This design comes from an exercise in tuning for small area, a short achievable clock period and few clock cycles on the open sky130 flow, not from production work.
Only simulation tests tie the RTL to the original design; equivalence was not proved.
Power and IR drop assume default switching activity.

File: flow/config.mk
export PLATFORM = sky130hd
export DESIGN_NAME = rv32is
export DESIGN_NICKNAME = rv32is
export VERILOG_FILES = /design/flow/design.v
export SDC_FILE = /design/flow/constraint.sdc
export NUM_CORES = 4
export LEC_CHECK = 0
export CAP_MARGIN = 20
export CORE_MARGIN = 2
export CORE_UTILIZATION = 40
export SLEW_MARGIN = 20
File: flow/constraint.sdc
create_clock -name core_clock -period 22.0 [get_ports {clock}]
set_input_delay 4.4000 -clock core_clock [delete_from_list [all_inputs] [get_ports {clock}]]
set_output_delay 4.4000 -clock core_clock [all_outputs]
set_load 0.01 [all_outputs]
File: flow/design.v
module rv32is(
    input 	clock,
	input 	reset,
	output [31:0] imemaddr,
	input  [31:0] imemdataout,
	output [31:0] dmemaddr,
	input  [31:0] dmemdataout,
	output [31:0] dmemdatain,
	output [2:0] dmemop,
	output	dmemwe
);
    reg  [31:0] pcF;
    reg         vI;
    reg  [31:0] pcI;
    reg         ptI;
    localparam NB = 2;
    reg  [NB-1:0] bv;
    reg  [9:0]    btag [0:NB-1];
    reg  [9:0]    btgt [0:NB-1];
    reg           bptr;
    reg  [31:0] ir;
    reg  [31:0] pcX;
    reg         vX;
    reg         ptX;
    reg  [31:1] s1;    
    reg  [31:1] s2;
    reg  isLUI, isAUIPC, isJAL, isJALR, isBR, isLD, isST, isOPI, isOP;
    reg  wrd, bimm, sub, scmp, sk1;
    reg  rsSum, rsSh, rsSlt, rsXor, rsOr, rsAnd, rsLink;
    reg  fw1, fw2;     
    reg  hz;           
    reg  [31:0] m_res;
    reg  [31:0] m_sd;
    reg  [2:0]  m_op;
    reg         m_st;
    reg         m_we;
    reg         m_ld;
    reg  [4:0]  m_rd;
    reg  [31:0] regs [1:31];
    wire [6:0] op  = ir[6:0];
    wire [4:0] rd  = ir[11:7];
    wire [2:0] f3  = ir[14:12];
    wire [4:0] rs1 = ir[19:15];
    wire [4:0] rs2 = ir[24:20];
    wire       f7b = ir[30];
    wire [6:0] iop = imemdataout[6:0];
    wire [2:0] if3 = imemdataout[14:12];
    wire iLUI   = (iop[6:2] == 5'b01101);
    wire iAUIPC = (iop[6:2] == 5'b00101);
    wire iJAL   = (iop[6:2] == 5'b11011);
    wire iJALR  = (iop[6:2] == 5'b11001);
    wire iBR    = (iop[6:2] == 5'b11000);
    wire iLD    = (iop[6:2] == 5'b00000);
    wire iST    = (iop[6:2] == 5'b01000);
    wire iOPI   = (iop[6:2] == 5'b00100);
    wire iOP    = (iop[6:2] == 5'b01100);
    wire [31:0] immI = {{20{ir[31]}}, ir[31:20]};
    wire [31:0] immS = {{20{ir[31]}}, ir[31:25], ir[11:7]};
    wire [31:0] immB = {{20{ir[31]}}, ir[7], ir[30:25], ir[11:8], 1'b0};
    wire [31:0] immU = {ir[31:12], 12'b0};
    wire [31:0] immJ = {{12{ir[31]}}, ir[19:12], ir[20], ir[30:21], 1'b0};
    reg  [31:0] rf1, rf2;
    integer k;
    always @(*) begin
        rf1 = 32'b0;
        rf2 = 32'b0;
        for (k = 1; k < 32; k = k + 1) begin
            rf1 = rf1 | ({32{s1[k]}} & regs[k]);
            rf2 = rf2 | ({32{s2[k]}} & regs[k]);
        end
    end
    wire [31:0] a  = rf1 | ({32{fw1}} & m_res);
    wire [31:0] r2 = rf2 | ({32{fw2}} & m_res);
    wire [31:0] b = bimm ? (isST ? immS : immI) : r2;
    wire [31:0] bx = sub ? ~b : b;
    wire [31:0] sum = a + bx + {31'b0, sub};
    wire lt  = ({a[31] ^ scmp, a[30:0]} < {b[31] ^ scmp, b[30:0]});
    wire eq  = (a == b);
    wire        shl = !f3[2];
    wire [4:0]  sh  = b[4:0];
    wire [31:0] arev;
    wire [31:0] srev;
    genvar gi;
    generate for (gi = 0; gi < 32; gi = gi + 1) begin : g_rev
        assign arev[gi] = a[31 - gi];
    end endgenerate
    wire [31:0] sin  = shl ? arev : a;
    wire        fill = f7b & a[31] & !shl;
    wire [31:0] t0 = sh[0] ? {fill, sin[31:1]} : sin;
    wire [31:0] t1 = sh[1] ? {{2{fill}}, t0[31:2]} : t0;
    wire [31:0] t2 = sh[2] ? {{4{fill}}, t1[31:4]} : t1;
    wire [31:0] t3 = sh[3] ? {{8{fill}}, t2[31:8]} : t2;
    wire [31:0] sout = sh[4] ? {{16{fill}}, t3[31:16]} : t3;
    generate for (gi = 0; gi < 32; gi = gi + 1) begin : g_rev2
        assign srev[gi] = sout[31 - gi];
    end endgenerate
    wire [31:0] shres = shl ? srev : sout;
    wire [31:0] pcoff = isBR ? immB : (isJAL ? immJ : immU);
    wire [31:0] pcadd = pcX + pcoff;
    wire [31:0] link  = pcX + 32'd4;
    wire [31:0] res = ({32{rsSum}}  & sum)
                    | ({32{rsSh}}   & shres)
                    | ({32{rsSlt}}  & {31'b0, lt})
                    | ({32{rsXor}}  & (a ^ b))
                    | ({32{rsOr}}   & (a | b))
                    | ({32{rsAnd}}  & (a & b))
                    | ({32{isLUI}}  & immU)
                    | ({32{isAUIPC}} & pcadd)
                    | ({32{rsLink}} & link);
    reg cond;
    always @(*) begin
        case (f3)
            3'b000: cond = eq;
            3'b001: cond = !eq;
            3'b100: cond = lt;
            3'b101: cond = !lt;
            3'b110: cond = lt;
            3'b111: cond = !lt;
            default: cond = 1'b0;
        endcase
    end
    wire take = isJAL | isJALR | (isBR & cond);
    wire pok  = ptX & (pcadd == pcI);
    wire skip = sk1 & !ptX & !ptI;
    wire redT = vX & (hz | isJALR | !(pok | skip));
    wire redN = vX & (hz | ptX);
    wire [31:0] nextT = redT ? (hz ? pcX : (isJALR ? sum : pcadd)) : fnext;
    wire [31:0] nextN = redN ? (hz ? pcX : link) : fnext;
    wire vXT = vI & !redT & !(vX & !hz & skip);
    wire vXN = vI & !redN;
    wire go = vX & !hz;
    wire xw = go & wrd;      
    wire iuses1 = !(iLUI | iAUIPC | iJAL);
    wire iuses2 = iOP | iST | iBR;
    wire f1n = xw & (rd == imemdataout[19:15]);
    wire f2n = xw & (rd == imemdataout[24:20]);
    wire binst = go & !ptX & (isJAL | (isBR & ir[31]));
    reg        pred;
    reg [9:0]  ptgt;
    integer e;
    always @(*) begin
        pred = 1'b0;
        ptgt = 10'b0;
        for (e = 0; e < NB; e = e + 1)
            if (bv[e] && btag[e] == pcF[11:2]) begin
                pred = 1'b1;
                ptgt = btgt[e];
            end
    end
    wire [31:0] fnext = pred ? {pcF[31:12], ptgt, 2'b00} : pcF + 32'd4;
    always @(posedge clock or posedge reset) begin
        if (reset) begin
            pcF  <= 32'b0;
            vI   <= 1'b0;
            vX   <= 1'b0;
            m_st <= 1'b0;
            m_we <= 1'b0;
            m_ld <= 1'b0;
            bv   <= {NB{1'b0}};
            bptr <= 1'b0;
        end else begin
            if (binst) begin
                bv[bptr] <= 1'b1;
                bptr <= bptr + 1'b1;
            end
            pcF  <= take ? nextT : nextN;
            vI   <= !(take ? redT : redN);
            vX   <= take ? vXT : vXN;
            m_st <= go & isST;
            m_we <= go & wrd;
            m_ld <= go & isLD & wrd;
        end
    end
    always @(posedge clock) begin
        pcI   <= pcF;
        ptI   <= pred;
        ptX   <= ptI;
        if (binst) begin
            btag[bptr] <= pcX[11:2];
            btgt[bptr] <= pcadd[11:2];
        end
        ir    <= imemdataout;
        isLUI  <= iLUI;
        isAUIPC<= iAUIPC;
        isJAL  <= iJAL;
        isJALR <= iJALR;
        isBR   <= iBR;
        isLD   <= iLD;
        isST   <= iST;
        isOPI  <= iOPI;
        isOP   <= iOP;
        wrd    <= !(iBR | iST) && (imemdataout[11:7] != 5'd0);
        bimm   <= !(iOP | iBR);
        sub    <= iOP & imemdataout[30] & (if3 == 3'b000);
        scmp   <= iBR ? !if3[1] : !if3[0];
        rsSh   <= (iOP | iOPI) & (if3[1:0] == 2'b01);
        rsSlt  <= (iOP | iOPI) & (if3[2:1] == 2'b01);
        rsXor  <= (iOP | iOPI) & (if3 == 3'b100);
        rsOr   <= (iOP | iOPI) & (if3 == 3'b110);
        rsAnd  <= (iOP | iOPI) & (if3 == 3'b111);
        rsLink <= iJAL | iJALR;
        rsSum  <= !(iLUI | iAUIPC | iJAL | iJALR | ((iOP | iOPI) & (if3 != 3'b000)));
        sk1    <= (iBR & ({imemdataout[31:25], imemdataout[11:7]} == 12'b0000000_01000))
                | (iJAL & (imemdataout[31:12] == 20'b0_0000000100_0_00000000));
        fw1   <= f1n;
        fw2   <= f2n;
        hz    <= xw & isLD & ((iuses1 & (rd == imemdataout[19:15])) | (iuses2 & (rd == imemdataout[24:20])));
        for (k = 1; k < 32; k = k + 1) begin
            s1[k] <= (imemdataout[19:15] == k[4:0]) & !f1n;
            s2[k] <= (imemdataout[24:20] == k[4:0]) & !f2n;
        end
        pcX   <= pcI;
        m_res <= res;
        m_sd  <= r2;
        m_op  <= f3;
        m_rd  <= rd;
    end
    wire [31:0] wd = m_ld ? dmemdataout : m_res;
    integer i;
    always @(posedge clock) begin
        for (i = 1; i < 32; i = i + 1)
            if (m_we && m_rd == i[4:0]) regs[i] <= wd;
    end
    assign imemaddr   = pcF;
    assign dmemaddr   = m_res;
    assign dmemdatain = m_sd;
    assign dmemop     = m_op;
    assign dmemwe     = m_st;
endmodule
File: flow/flow/run.sh
#!/bin/bash
# Standard ORFS layout (the standard.sh, its synthesis unchanged) with
# these changes to how the layout is made; the constraints are unchanged:
#  - repair_timing aims for 16 ns of setup slack at the 22 ns clock;
#  - ports are buffered with buf_4 rather than the default delay buffer;
#  - clock tree sinks are clustered 20 to a leaf buffer.
# If a step after global routing fails (for example the final extraction
# refuses a detailed-routing connection), detailed routing is run again
# with another seed.
set -uo pipefail
ARGS=(SETUP_SLACK_MARGIN=16
      "BUFFER_PORTS_ARGS=-buffer_cell sky130_fd_sc_hd__buf_4"
      CTS_CLUSTER_SIZE=20 CTS_CLUSTER_DIAMETER=100)
if [ -f flow/extra.args ]; then
  while read -r a; do [ -n "$a" ] && ARGS+=("$a"); done < flow/extra.args
fi
B=orfs/results/sky130hd/rv32is/base
L=orfs/logs/sky130hd/rv32is/base
bash standard.sh "${ARGS[@]}" finish > standard.log 2>&1 && exit 0
for seed in 11 23; do
  [ -f $B/5_1_grt.odb ] || exit 1
  rm -f $B/5_2_route.odb $B/5_3_fillcell.odb $B/5_route.odb $B/5_route.sdc \
        $B/6_* $L/5_2_route* $L/5_3_fillcell* $L/6_*
  bash standard.sh "${ARGS[@]}" OR_SEED=$seed finish > standard_retry_$seed.log 2>&1 && exit 0
done
exit 1
File: flow/flow/extra.args
CORE_UTILIZATION=35
SETUP_SLACK_MARGIN=16.4
File: flow/standard.sh
#!/bin/bash
# synth_recipe.tcl (not shown) runs the flow's synth.tcl, then flattens the netlist and writes it again
# the make line also repeats each setting of config.mk as NAME=value (left out here)
make -C /OpenROAD-flow-scripts/flow DESIGN_CONFIG=/design/flow/config.mk WORK_HOME=/design/flow/orfs CLKGATE_MAP_FILE= SYNTH_SCRIPT=/design/flow/synth_recipe.tcl "${@:-finish}"
==> out/metrics.yaml, run 1 <==
final_nets: 5633
grt_max_degree: 67
p_clk_share_pct: 21.4
h-tree-depth: 3
viasPerCell: 7.090
cts.clk_slew.worst_paths_ps: 90
tightest_slew_ps: 1221
holdPathEnd: "pcX[27]$_DFF_P_"
slew_violations: 0
cp_slowest_cell: "dfxtp_4"
critPathArrivalTime_ps: 1420
drc_errors: 0
p_comb_share_pct: 32.2
async_flop_share_pct: 3.033
synth_fp_nets: 5406
path_buf_inv: 1
yosysTopAreaCell: "edfxtp_1"
yosys_warnings: 2
ys.flop_type: "edfxtp_1"
synth_edf_count: 1032
period_share_pct: 26.45
cts_tree: "yes"
grt_pass1_wl_mm: 428.0
fin_area_um2: 73160
finClkSkew_ps: 90.89
finalSetupViolations: 0
crit_family: "flip-flops"
area_delta_synth_final_pct: 15.55
synth_cell_type_count: 100
core_area_um2: 180200
avgSynthCellArea_um2: 12.22
worstPathMaxFanout: 4
hold_path.class: "register to register"
ys_top_cells_by_area: "edfxtp_1, a22oi_1, dfxtp_1"
clock-sinks: 1319
cellInternalPower_uw: 4753
holdBufCountCts: 0
port_buffers: 163
regToRegStartpoint: "s2[20]$_DFF_P_"
hold_start: "pcI[27]$_DFF_P_"
ys_seq_area_share_pct: 58.34
p_seq_share_pct: 46.3
r2r_slack_ps: 16340
grt_util_all_layers_pct: 33.36
clock_path_buffers: 3
slowest_delay_ps: 480
num_io_pins: 166
fin_setup_tns_ps: 0
die_h_um: 429.3
place_congestion: 1.027
die_x_um: 429.3
status: "complete, no violations"
rows: 156
drive_above_1_share_pct: 18.73
crit_type: "register to primary output"
syn_area_um2: 63310
cts_buffers: 80
drt_first_pass_iters: 10
period_minus_slack_ps: 5820
power_per_cell_area_nw_per_um2: 102.5
postRouteAntennaNets: 0
clkLatencyLatePin_ps: 800
drt_first_iter_violations: 11910
startpoint_type: "register"
synth_most_common_cell: "edfxtp_1"
synth_top_area_share_pct: 48.95
antenna_found_initial: 18
synth_seq_cells: 1319
synth_cells: 5180
ir_drop_v: 0.00007392
fmax_mhz: 171.8
die-area_um2: 184300
switching_share_pct: 36.63
rr_worst_depth: 20
dp_cells: 7550
max_cap_viol_count: 0
endpoint_kind: "primary output"
post_drt_wl_per_cell_um: 40.87
overflow: 0
crit_required_ps: 17600
fillers: 16920
rsz0062_at_grt: "true"
hold_violations: 0
relSlewSlack_pct: 17.77
synth_common_cells: "edfxtp_1, a22oi_1, clkbuf_1, nor2_1, dfxtp_1"
vias: 55600
first_global_vias: 51660
holdPathStages: 0
p_total_uw: 7501
p_leak_uw: 0.02483
path_cells: "buf_6"
dpl_cell_area_um2: 68070
drt_wl_total_mm: 320.4
power.switching_uw: 2747
root_buffer: "clkbuf_16"
instances_no_fill: 7841
start_util_pct: 35.14
dp_hpwl_mm: 189.4
r2r-end: "pcF[23]$_DFF_PP0_"
power groups by stage:
stage          registers (µW)  clock network (µW)  logic (µW)
6_report                 3470                1610        2420
5_1_grt                  3480                1690        2520
4_1_cts                  3450                1600        2250
3_5_place_dp             3530                   0        2000
3_3_place_gp             3530                   0        1980
2_1_floorplan            3360                   0        1220
routing by layer:
metal / up-vias / routed length [µm] / share of wire, % / track usage (%)
li1: 21210 / - / - / -
met1: 26960 / 108600 / 34 / 40.60
met2: 5759 / 129100 / 40 / 47.04
met3: 1651 / 53480 / 17 / 15.03
met4: 23 / 29000 / 9.0 / 22.76
met5: - / 241 / 0.075 / 0
final cells by class:
type | instances | area [µm²] | area share (%)
Clock inverter | 15 | 267.8 | 0.3660
Tap cell | 2370 | 2965 | 4.053
Inverter | 122 | 481.7 | 0.6585
Multi-Input combinational cell | 3393 | 25520 | 34.89
Clock buffer | 116 | 2137 | 2.921
Antenna cell | 15 | 37.54 | 0.05131
Sequential cell | 1319 | 37250 | 50.92
Timing Repair Buffer | 491 | 4492 | 6.140
what timing repair did:
action / 4_1_cts / 5_1_grt
pin swaps: 8 / 32
gates cloned: 1 / 3
setup endpoints to repair: 163 / 148
resized for setup: 313 / 115
setup buffers: 80 / 61
hold endpoints to repair: 0 / 0
state kept, by name (all words and copies together) (netlist names), 2 cells and up:
name	count
m_op	3
btgt	20
s1	31
pcX	32
m_rd	5
btag	20
regs	992
pcF	32
s2	31
ir	25
pcI	32
m_sd	32
m_res	32
bv	2
metrics by stage:
stage	setup WS, ps	util [%]	hold slack (ps)
finish	16180	40.61	356.5
global route	16140	40.59	376.0
CTS	16160	40.00	358.0
detailed placement	14750	37.78	342.9
global placement	14750	37.78	340.0
floorplan	16410	-	322.6
worst max path at each step:
stage | start | end | slack [ps] | cells after the start
5_1_grt | m_res[3]$_DFF_P_ | dmemaddr[3] | 16140 | 1
2_1_floorplan | imemdataout[24] | sk1$_DFF_P_ | 16410 | 5
3_3_place_gp | fw2$_DFF_P_ | m_res[23]$_DFF_P_ | 14750 | 21
4_1_cts | m_res[3]$_DFF_P_ | dmemaddr[3] | 16160 | 1
6_report | m_res[3]$_DFF_P_ | dmemaddr[3] | 16180 | 1
3_5_place_dp | fw2$_DFF_P_ | m_res[23]$_DFF_P_ | 14750 | 21
cells in the final DEF, fill, tap and decap left out, types with 28 or more instances in the layout:
master	Yosys	layout
edfxtp_1	1032	1032
a22oi_1	931	931
buf_4	1	341
nor2_1	281	249
nand4_1	244	244
nand2_1	234	233
ha_1	158	152
a21oi_1	133	126
buf_6	2	124
nand3_1	123	123
xnor2_1	126	123
inv_1	113	110
o21ai_0	124	110
dfxtp_1	247	108
xor2_1	94	93
dfxtp_2	0	92
clkbuf_16	0	83
mux2i_1	82	79
a221oi_1	83	77
a22o_1	63	63
a21o_1	55	55
mux2_2	53	52
dfxtp_4	0	47
nor3_1	41	38
clkbuf_1	282	36
nor4_1	58	32
nor2_4	0	32
and3_1	28	28
mux4_2	28	28
cell families (layout without fill, tap and decap cells):
group | Yosys count | in the layout | synth area share, %
adder cells (fa/ha/maj) | 160 | 160 | 3.186
multiplexers | 163 | 163 | 3.235
AND/OR/NAND/NOR | 1164 | 1164 | 9.413
flip-flops | 1319 | 1319 | 58.34
XOR/XNOR | 230 | 230 | 3.393
other | 0 | 15 | 0
AO/OA/AOI/OAI | 1676 | 1676 | 19.58
buffers and inverters | 468 | 744 | 2.848
Testbench counts, summed over its fixed seeds: cycles 182,386.
==> run 2: changes to the inputs <==
==> flow/flow/extra.args (replaced) <==
SETUP_SLACK_MARGIN=16.4
==> out/metrics.yaml, run 2 <==
grt_max_degree: 67
p_leak_uw: 0.02444
clock-sinks: 1319
clock_path_buffers: 3
grt_util_all_layers_pct: 37.18
h-tree-depth: 3
post_drt_wl_per_cell_um: 41.86
fin_setup_tns_ps: 0
die_x_um: 401.8
ys_top_cells_by_area: "edfxtp_1, a22oi_1, dfxtp_1"
die_h_um: 401.8
drt_first_pass_iters: 12
async_flop_share_pct: 3.033
grtUsageMet1_pct: 45.60
grt_util_met3_pct: 16.39
slew_violations: 0
hold_start: "pcI[27]$_DFF_P_"
holdPathStages: 0
yosys_warnings: 2
holdPathEnd: "pcX[27]$_DFF_P_"
top_register: "regs"
ys_seq_area_share_pct: 58.34
first_global_vias: 51480
synth_most_common_cell: "edfxtp_1"
ir_drop_v: 0.00008282
rsz0062_at_grt: "true"
antenna_found_initial: 16
period_share_pct: 26.14
regToRegStartpoint: "s2[8]$_DFF_P_"
tightest_slew_ps: 1244
relSlewSlack_pct: 17.06
fmax_mhz: 173.9
r2r-end: "m_res[11]$_DFF_P_"
dp_hpwl_mm: 181.6
avgSynthCellArea_um2: 12.22
fillers: 14150
period_minus_slack_ps: 5751
drive_above_1_share_pct: 17.61
power_per_cell_area_nw_per_um2: 103.0
cts.clk_slew.worst_paths_ps: 90
synth_cell_type_count: 100
path_cells: "buf_6"
die-area_um2: 161500
drt_first_iter_violations: 11690
critPathArrivalTime_ps: 1350
layout_commonest_cell: "edfxtp_1"
cts_buffers: 78
drc_errors: 0
place_congestion: 1.016
holdWs_ps: 358.3
root_buffer: "clkbuf_16"
final_nets: 5571
crit_family: "flip-flops"
crit_required_ps: 17600
yosysTopAreaCell: "edfxtp_1"
vias: 55090
final_cell_mix: "edfxtp_1, a22oi_1, buf_4, nor2_1, nand4_1"
r2r_slack_ps: 16360
finalSetupViolations: 0
path_buf_inv: 1
hold_violations: 0
syn_area_um2: 63310
drt_wl_total_mm: 312.3
ys.flop_type: "edfxtp_1"
num_io_pins: 166
synth_seq_cells: 1319
synth_fp_nets: 5406
postRouteAntennaNets: 0
worstPathMaxFanout: 4
rows: 145
largest_reg_flops: 992
overflow: 0
core_area_um2: 156800
slowest_delay_ps: 470
viasPerCell: 7.383
cts_tree: "yes"
grt_pass1_wl_mm: 418.7
clkLatencyLatePin_ps: 770
synth_cells: 5180
synth_common_cells: "edfxtp_1, a22oi_1, clkbuf_1, nor2_1, dfxtp_1"
rr_worst_depth: 19
synth_top_area_share_pct: 48.95
finClkSkew_ps: 79.44
cp_slowest_cell: "dfxtp_4"
area_delta_synth_final_pct: 13.83
hold_path.class: "register to register"
crit_type: "register to primary output"
startpoint_type: "register"
start_util_pct: 40.39
top_usage_layer: "met2"
grt_use_met2_pct: 53.11
synth_edf_count: 1032
port_buffers: 163
status: "complete, no violations"
max_cap_viol_count: 0
critical_path.startpoint: "m_res[10]$_DFF_P_"
endpoint_kind: "primary output"
## run 2: layout make-up
cell class	instances	area, µm²	area share, %
clock buffers	113	2126	2.950
multi-input cells	3393	25450	35.32
clock inverters	12	247.7	0.3438
inverters	122	467.9	0.6493
flip-flops and latches	1319	37230	51.67
repair buffers	431	3931	5.455
well taps	2058	2575	3.573
diodes	13	32.53	0.04514
## run 2: kinds of logic after synthesis
| group | Yosys count | synth area share (%) |
|---|---|---|
| and+or+nand+nor | 1164 | 9.413 |
| buffers and inverters | 468 | 2.848 |
| DFF | 1319 | 58.34 |
| AOI/OAI and AO/OA | 1676 | 19.58 |
| adders and majority gates | 160 | 3.186 |
| muxes | 163 | 3.235 |
| xor gates and xnor gates | 230 | 3.393 |
## run 2: where the power goes
group,internal [µW],leakage [µW],switching (µW)
combinational,858,0.0114,1510
sequential,3170,0.0119,300
clock,711,0.00113,881
total,4740,0.0244,2690
## run 2: routing by layer
layer  wire [µm]  vias to the layer above  share of wire, %
li1            -                    21100                 -
met5         395                        -              0.13
met4       26130                       22               8.4
met1      106300                    26680                34
met3       51480                     1567                16
met2      128000                     5718                41
## run 2: timing repair
item                       in CTS  in global routing
pin swaps                       8                 23
cloned                          1                  3
hold buffers                    0                  0
buffers inserted               77                 18
setup endpoints to repair     145                139
resized for setup             269                130
## run 2: worst max-delay path by stage
| stage | to | slack (ps) | cells after the start |
|---|---|---|---|
| 4_1_cts | imemaddr[1] | 16250 | 1 |
| 3_5_place_dp | m_res[23]$_DFF_P_ | 14680 | 21 |
| 2_1_floorplan | sk1$_DFF_P_ | 16410 | 5 |
| 5_1_grt | imemaddr[1] | 16240 | 1 |
| 3_3_place_gp | m_res[23]$_DFF_P_ | 14660 | 21 |
| 6_report | dmemaddr[10] | 16250 | 1 |
## run 2: worst reg2reg max path: stages (launching register included)
cell	delay [ps]
dfxtp_2	630
buf_8	510
a22oi_1	210
nand4_1	220
nor4_4	70
buf_4	160
mux2i_2	140
buf_4	330
xor2_1	120
ha_1	410
a21o_1	190
a21o_1	190
a21oi_1	270
nand2_1	80
a31oi_1	440
nor2_1	110
o41ai_1	350
xnor2_1	160
a221oi_2	490
o221ai_1	350
## run 2: metrics by stage
stage / utilization (%) / total power [µW] / std cells / setup WS (ps) / instance area [µm²]
finish: 45.98 / 7424 / 7461 / 16250 / 72070
global route: 45.96 / 7612 / 7451 / 16240 / 72040
CTS: 45.53 / 7248 / 7427 / 16250 / 71360
detailed placement: 43.10 / 5507 / 7224 / 14680 / 67560
global placement: 43.10 / 5501 / 7224 / 14660 / 67560
floorplan: - / 4579 / 5180 / 16410 / 63310
==> run 3: changes to the inputs <==
==> flow/flow/extra.args (replaced) <==
SETUP_SLACK_MARGIN=16.4
CORE_UTILIZATION=45
==> out/metrics.yaml, run 3 <==
largest_reg_flops: 992
crit_required_ps: 17600
start_util_pct: 45.37
ir_drop_v: 0.00008595
slowest_delay_ps: 470
final_cell_mix: "edfxtp_1, a22oi_1, buf_4, nor2_1, nand4_1"
worstPathMaxFanout: 2
async_flop_share_pct: 3.033
clock_path_buffers: 3
cts_tree: "yes"
ys_top_cells_by_area: "edfxtp_1, a22oi_1, dfxtp_1"
hold_start: "ptI$_DFF_P_"
period_minus_slack_ps: 5748
holdBufCountCts: 0
relSlewSlack_pct: 17.47
synth_cell_type_count: 100
switching_share_pct: 35.95
layout_commonest_cell: "edfxtp_1"
startpoint_type: "register"
num_io_pins: 166
status: "complete, no violations"
overflow: 0
area_delta_synth_final_pct: 13.98
critPathArrivalTime_ps: 1350
dp_hpwl_mm: 185.0
viasPerCell: 7.529
critical_path.startpoint: "m_res[10]$_DFF_P_"
die_h_um: 379.1
synth_cells: 5180
final_nets: 5601
vias: 55160
core_area_um2: 139500
port_buffers: 163
h-tree-depth: 3
finalSetupViolations: 0
grt_pass1_wl_mm: 416.2
rows: 137
ys.flop_type: "edfxtp_1"
cts_buffers: 80
hold_violations: 0
synth_top_area_share_pct: 48.95
drt_first_iter_violations: 11760
first_global_vias: 51200
ys_seq_area_share_pct: 58.34
fmax_mhz: 174.0
root_buffer: "clkbuf_16"
power_per_cell_area_nw_per_um2: 102.8
regToRegStartpoint: "s2[4]$_DFF_P_"
slew_violations: 0
grt_util_all_layers_pct: 42.12
endpoint_kind: "primary output"
crit_family: "flip-flops"
drt_first_pass_iters: 19
path_cells: "buf_6"
holdWs_ps: 363.2
path_buf_inv: 1
rsz0062_at_grt: "true"
cellInternalPower_uw: 4752
drc_errors: 0
die_x_um: 379.1
synth_fp_nets: 5406
p_leak_uw: 0.02464
place_congestion: 1.013
cp_slowest_cell: "dfxtp_4"
post-route-util_pct: 51.71
yosysTopAreaCell: "edfxtp_1"
antenna_found_initial: 7
p_clk_share_pct: 21.8
p_comb_share_pct: 31.6
post_drt_wl_per_cell_um: 42.48
top_register: "regs"
synth_edf_count: 1032
crit_type: "register to primary output"
drt_wl_total_mm: 311.2
drive_above_1_share_pct: 18.05
grt_max_degree: 67
yosys_warnings: 2
p_seq_share_pct: 46.6
finClkSkew_ps: 83.94
max_cap_viol_count: 0
clock-sinks: 1319
fin_setup_tns_ps: 0
hold_path.class: "register to register"
synth_seq_cells: 1319
postRouteAntennaNets: 0
syn_area_um2: 63310
fillers: 12140
period_share_pct: 26.13
clkLatencyLatePin_ps: 780
cts.clk_slew.worst_paths_ps: 90
synth_most_common_cell: "edfxtp_1"
avgSynthCellArea_um2: 12.22
power.switching_uw: 2668
tightest_slew_ps: 1225
die-area_um2: 143700
synth_common_cells: "edfxtp_1, a22oi_1, clkbuf_1, nor2_1, dfxtp_1"
==> run 3: path summary, 6_finish.rpt <==
| kind | end | slack [ps] | cells past startpoint |
|---|---|---|---|
| setup / recovery | dmemaddr[10] | 16250 | 1 |
| hold / removal | ptX$_DFF_P_ | 360 | 0 |
| setup reg to reg | m_res[23]$_DFF_P_ | 16350 | 21 |
| hold reg to reg | ptX$_DFF_P_ | 360 | 0 |
| max in group asynchronous | pcF[23]$_DFF_PP0_ | 17720 | 2 |
| min in group asynchronous | m_ld$_DFF_PP0_ | 3750 | 2 |
==> run 3: final cells by class <==
cell class | count | area (µm²) | area share [%]
antenna | 11 | 27.53 | 0.03815
inverter | 122 | 486.7 | 0.6745
multi-input combinational | 3393 | 25440 | 35.26
tap | 1876 | 2347 | 3.253
timing repair buffer | 459 | 4139 | 5.736
clock buffer | 133 | 2253 | 3.123
clock inverter | 13 | 234.0 | 0.3243
sequential | 1319 | 37230 | 51.59
==> run 3: timing repair <==
| action | CTS | global route |
|---|---|---|
| setup buffers | 73 | 25 |
| gates cloned | 0 | 2 |
| gates resized for setup | 278 | 123 |
| pin swaps | 7 | 19 |
| setup endpoints to repair | 142 | 131 |
| hold endpoints to repair | 0 | 0 |
==> run 3: routing by layer <==
| metal | share of wire, % | global-route usage [%] | vias to the layer above |
|---|---|---|---|
| met2 | 41 | 60.39 | 5725 |
| met3 | 16 | 18.06 | 1676 |
| met1 | 33 | 50.44 | 26570 |
| met5 | 0.14 | 1.132 | - |
| met4 | 9.7 | 30.23 | 14 |
| li1 | - | - | 21170 |
==> run 3: stage by stage <==
| stage | std cells | cell area, µm² | worst slack [ps] | power [µW] |
|---|---|---|---|---|
| floorplan | 5180 | 63310 | 16410 | 4579 |
| global placement | 7069 | 67540 | 14950 | 5476 |
| detailed placement | 7069 | 67560 | 15140 | 5485 |
| CTS | 7288 | 71460 | 16250 | 7247 |
| global route | 7316 | 72130 | 16230 | 7609 |
| finish | 7326 | 72160 | 16250 | 7420 |
==> run 3: power groups by stage <==
stage / clock (µW) / combinational (µW) / sequential [µW]
2_1_floorplan: 0 / 1220 / 3360
3_3_place_gp: 0 / 1960 / 3520
3_5_place_dp: 0 / 1970 / 3510
4_1_cts: 1610 / 2200 / 3440
5_1_grt: 1700 / 2450 / 3460
6_report: 1620 / 2340 / 3460
==> run 3: cells by family after synthesis <==
family	after synthesis	share of synthesized area, %
flip-flops	1319	58.34
AND/OR/NAND/NOR	1164	9.413
XOR/XNOR	230	3.393
buffers and inverters	468	2.848
multiplexers	163	3.235
adder cells (fa/ha/maj)	160	3.186
AO/OA/AOI/OAI	1676	19.58
==> run 4: changes to the inputs <==
==> flow/flow/extra.args (replaced) <==
SETUP_SLACK_MARGIN=16.4
PLACE_DENSITY=0.7
==> out/metrics.yaml, run 4 <==
status: "complete, no violations"
core_area_um2: 156800
rows: 145
holdWs_ps: 376.6
ys_seq_area_share_pct: 58.34
hold_violations: 0
layout_commonest_cell: "edfxtp_1"
die-area_um2: 161500
pre_cts_ws_ps: 14740
synth_edf_count: 1032
rsz0062_at_grt: "true"
final-seq-area_um2: 37240
antenna_found_initial: 14
vias: 56840
clock_path_buffers: 3
final_cell_mix: "edfxtp_1, a22oi_1, buf_4, nor2_1, nand4_1"
slew_violations: 0
power_per_cell_area_nw_per_um2: 103.0
synth_common_cells: "edfxtp_1, a22oi_1, clkbuf_1, nor2_1, dfxtp_1"
synth_compound_area_share_pct: 19.58
synth_top_area_share_pct: 48.95
area_delta_synth_final_pct: 14.12
ys.flop_type: "edfxtp_1"
grt_util_all_layers_pct: 35.93
yosys_warnings: 2
drt_first_pass_iters: 12
synth_cell_type_count: 100
ir_drop_v: 0.0001076
rr_worst_depth: 20
crit_family: "flip-flops"
fin_setup_tns_ps: 0
fin_area_um2: 72250
grt_max_degree: 65
clkLatencyLatePin_ps: 760
die_x_um: 401.8
multi_input_area_um2: 25440
p_comb_share_pct: 32.1
crit_required_ps: 17600
finalSetupViolations: 0
num_io_pins: 166
tightest_slew_ps: 1417
largest_reg_flops: 992
cts_tree: "yes"
root_buffer: "clkbuf_16"
power.switching_uw: 2717
p_leak_uw: 0.02457
drive_above_1_share_pct: 17.87
switching_share_pct: 36.49
synthMuxAreaShare_pct: 3.235
period_share_pct: 26.18
grt_pass1_wl_mm: 408.3
hold_start: "pcI[0]$_DFF_P_"
ys_top_cells_by_area: "edfxtp_1, a22oi_1, dfxtp_1"
slowest_delay_ps: 470
setup_ws_ps: 16240
startpoint_type: "register"
critPathArrivalTime_ps: 1360
crit_type: "register to primary output"
r2r_slack_ps: 16260
fillers: 13980
p_clk_share_pct: 21.2
syn_area_um2: 63310
worstPathMaxFanout: 2
holdPathEnd: "pcX[0]$_DFF_P_"
synth_top_family_by_area: "compound AO/OA/AOI/OAI gates"
relSlewSlack_pct: 5.535
cts.clk_slew.worst_paths_ps: 90
cellInternalPower_uw: 4728
endpoint_kind: "primary output"
path_cells: "buf_6"
place_congestion: 0.9866
synth_fp_nets: 5406
drt_wl_total_mm: 306.1
yosysTopAreaCell: "edfxtp_1"
fmax_mhz: 173.7
synth-simple-area-share_pct: 9.413
hold_path.class: "register to register"
regToRegStartpoint: "s1[12]$_DFF_P_"
holdPathStages: 0
dp_hpwl_mm: 171.9
p_seq_share_pct: 46.7
synth_seq_cells: 1319
h-tree-depth: 3
final_nets: 5598
finClkSkew_ps: 70.14
cts_buffers: 78
overflow: 0
dpl_cell_area_um2: 67530
start_util_pct: 40.39
async_flop_share_pct: 3.033
synthAdderAreaFrac_pct: 3.186
cp_slowest_cell: "dfxtp_4"
avgSynthCellArea_um2: 12.22
synth_cells: 5180
first_global_vias: 51980
top_register: "regs"
drc_errors: 0
period_minus_slack_ps: 5759
synth_most_common_cell: "edfxtp_1"
clock-sinks: 1319
synthXorXnorAreaFrac_pct: 3.393
post-route-util_pct: 46.09
viasPerCell: 7.574
r2r-end: "pcF[29]$_DFF_PP0_"
post_drt_wl_per_cell_um: 40.80
path_buf_inv: 1
critical_path.startpoint: "m_res[27]$_DFF_P_"
postRouteAntennaNets: 0
max_cap_viol_count: 0
port_buffers: 163
die_h_um: 401.8
drt_first_iter_violations: 14030
==> run 4: power by group through the flow <==
stage / registers [µW] / logic [µW] / clock network [µW]
global route: 3470 / 2470 / 1640
global placement: 3510 / 1950 / 0
CTS: 3440 / 2200 / 1560
detailed placement: 3520 / 1970 / 0
floorplan: 3360 / 1220 / 0
finish: 3480 / 2390 / 1580
==> run 4: how the worst max path moves through the flow <==
| stage | endpoint | cells after the start |
|---|---|---|
| floorplan | sk1$_DFF_P_ | 5 |
| global placement | m_res[23]$_DFF_P_ | 21 |
| detailed placement | m_res[23]$_DFF_P_ | 21 |
| CTS | imemaddr[8] | 1 |
| global route | imemaddr[1] | 1 |
| finish | dmemaddr[27] | 1 |
==> run 4: per-layer routing <==
layer  track usage, %  routed length [µm]  up-vias
met4            22.25               28330       22
met5           0.9515                 523        -
met2            50.07              119800     6631
met1            43.66               99890    27020
met3            18.51               57560     2019
li1                 -                   -    21150
==> run 4: cells by family (layout without fill, tap and decap cells) <==
family,after synthesis,in the layout
compound gates,1676,1676
flops,1319,1319
simple gates,1164,1164
buf+inv,468,715
xor+xnor,230,230
mux,163,163
fa+ha+maj,160,160
other cells,0,19
==> run 4: layout make-up <==
type | instances | area share [%]
clock inverter | 12 | 0.3377
sequential | 1319 | 51.54
timing repair buffer | 458 | 5.677
antenna | 19 | 0.06581
clock buffer | 123 | 2.935
multi-input combinational | 3393 | 35.21
tap | 2058 | 3.564
inverter | 122 | 0.6702
==> run 4: what timing repair did <==
action	4_1_cts	5_1_grt
setup buffers	72	50
gates cloned	0	3
hold buffers	0	0
setup endpoints to repair	144	131
endpoints found under the hold margin	0	0
pin swaps	6	29
gates resized for setup	259	129
==> run 4: through the flow <==
step	total power, µW	std cells
3_3_place_gp	5467	7225
5_1_grt	7585	7486
6_report	7445	7504
4_1_cts	7198	7432
3_5_place_dp	5487	7225
2_1_floorplan	4579	5180

==> what the ideal ports hide <==
In the flow no input, the clock included, has a driving cell. The finished layouts below were timed again as built, in two steps.
Step 1, drivers: a clkbuf_16 drives clock and a buf_2 each remaining input, both assumed.
Step 2 moves the port delays by t, midway between the first and last clock arrival at a register: inputs arrive t later, outputs are due t later. That takes back most of the time a late clock gives input paths.
Slacks: ideal / step 1 / step 2; pairs: ideal / step 1.
| run | t (ns) | setup WS [ns] | worst setup path after step 2 | latest minus earliest clock arrival (ns) | pins driven straight from the clock port |
|---|---|---|---|---|---|
| run 1 | 0.842 | 16.180 / 16.093 / 15.796 | input to register | 0.097 / 0.097 | 1 |
| run 2 | 0.813 | 16.249 / 16.168 / 15.781 | input to register | 0.080 / 0.080 | 1 |
| run 3 | 0.818 | 16.252 / 16.172 / 15.790 | input to register | 0.084 / 0.084 | 1 |
| run 4 | 0.809 | 16.241 / 16.161 / 15.821 | input to register | 0.071 / 0.071 | 1 |
After both steps every run listed still meets setup and hold. The setup slack of run 2, which loses most, moves by -0.081 ns with the drivers and by -0.468 ns with both steps.
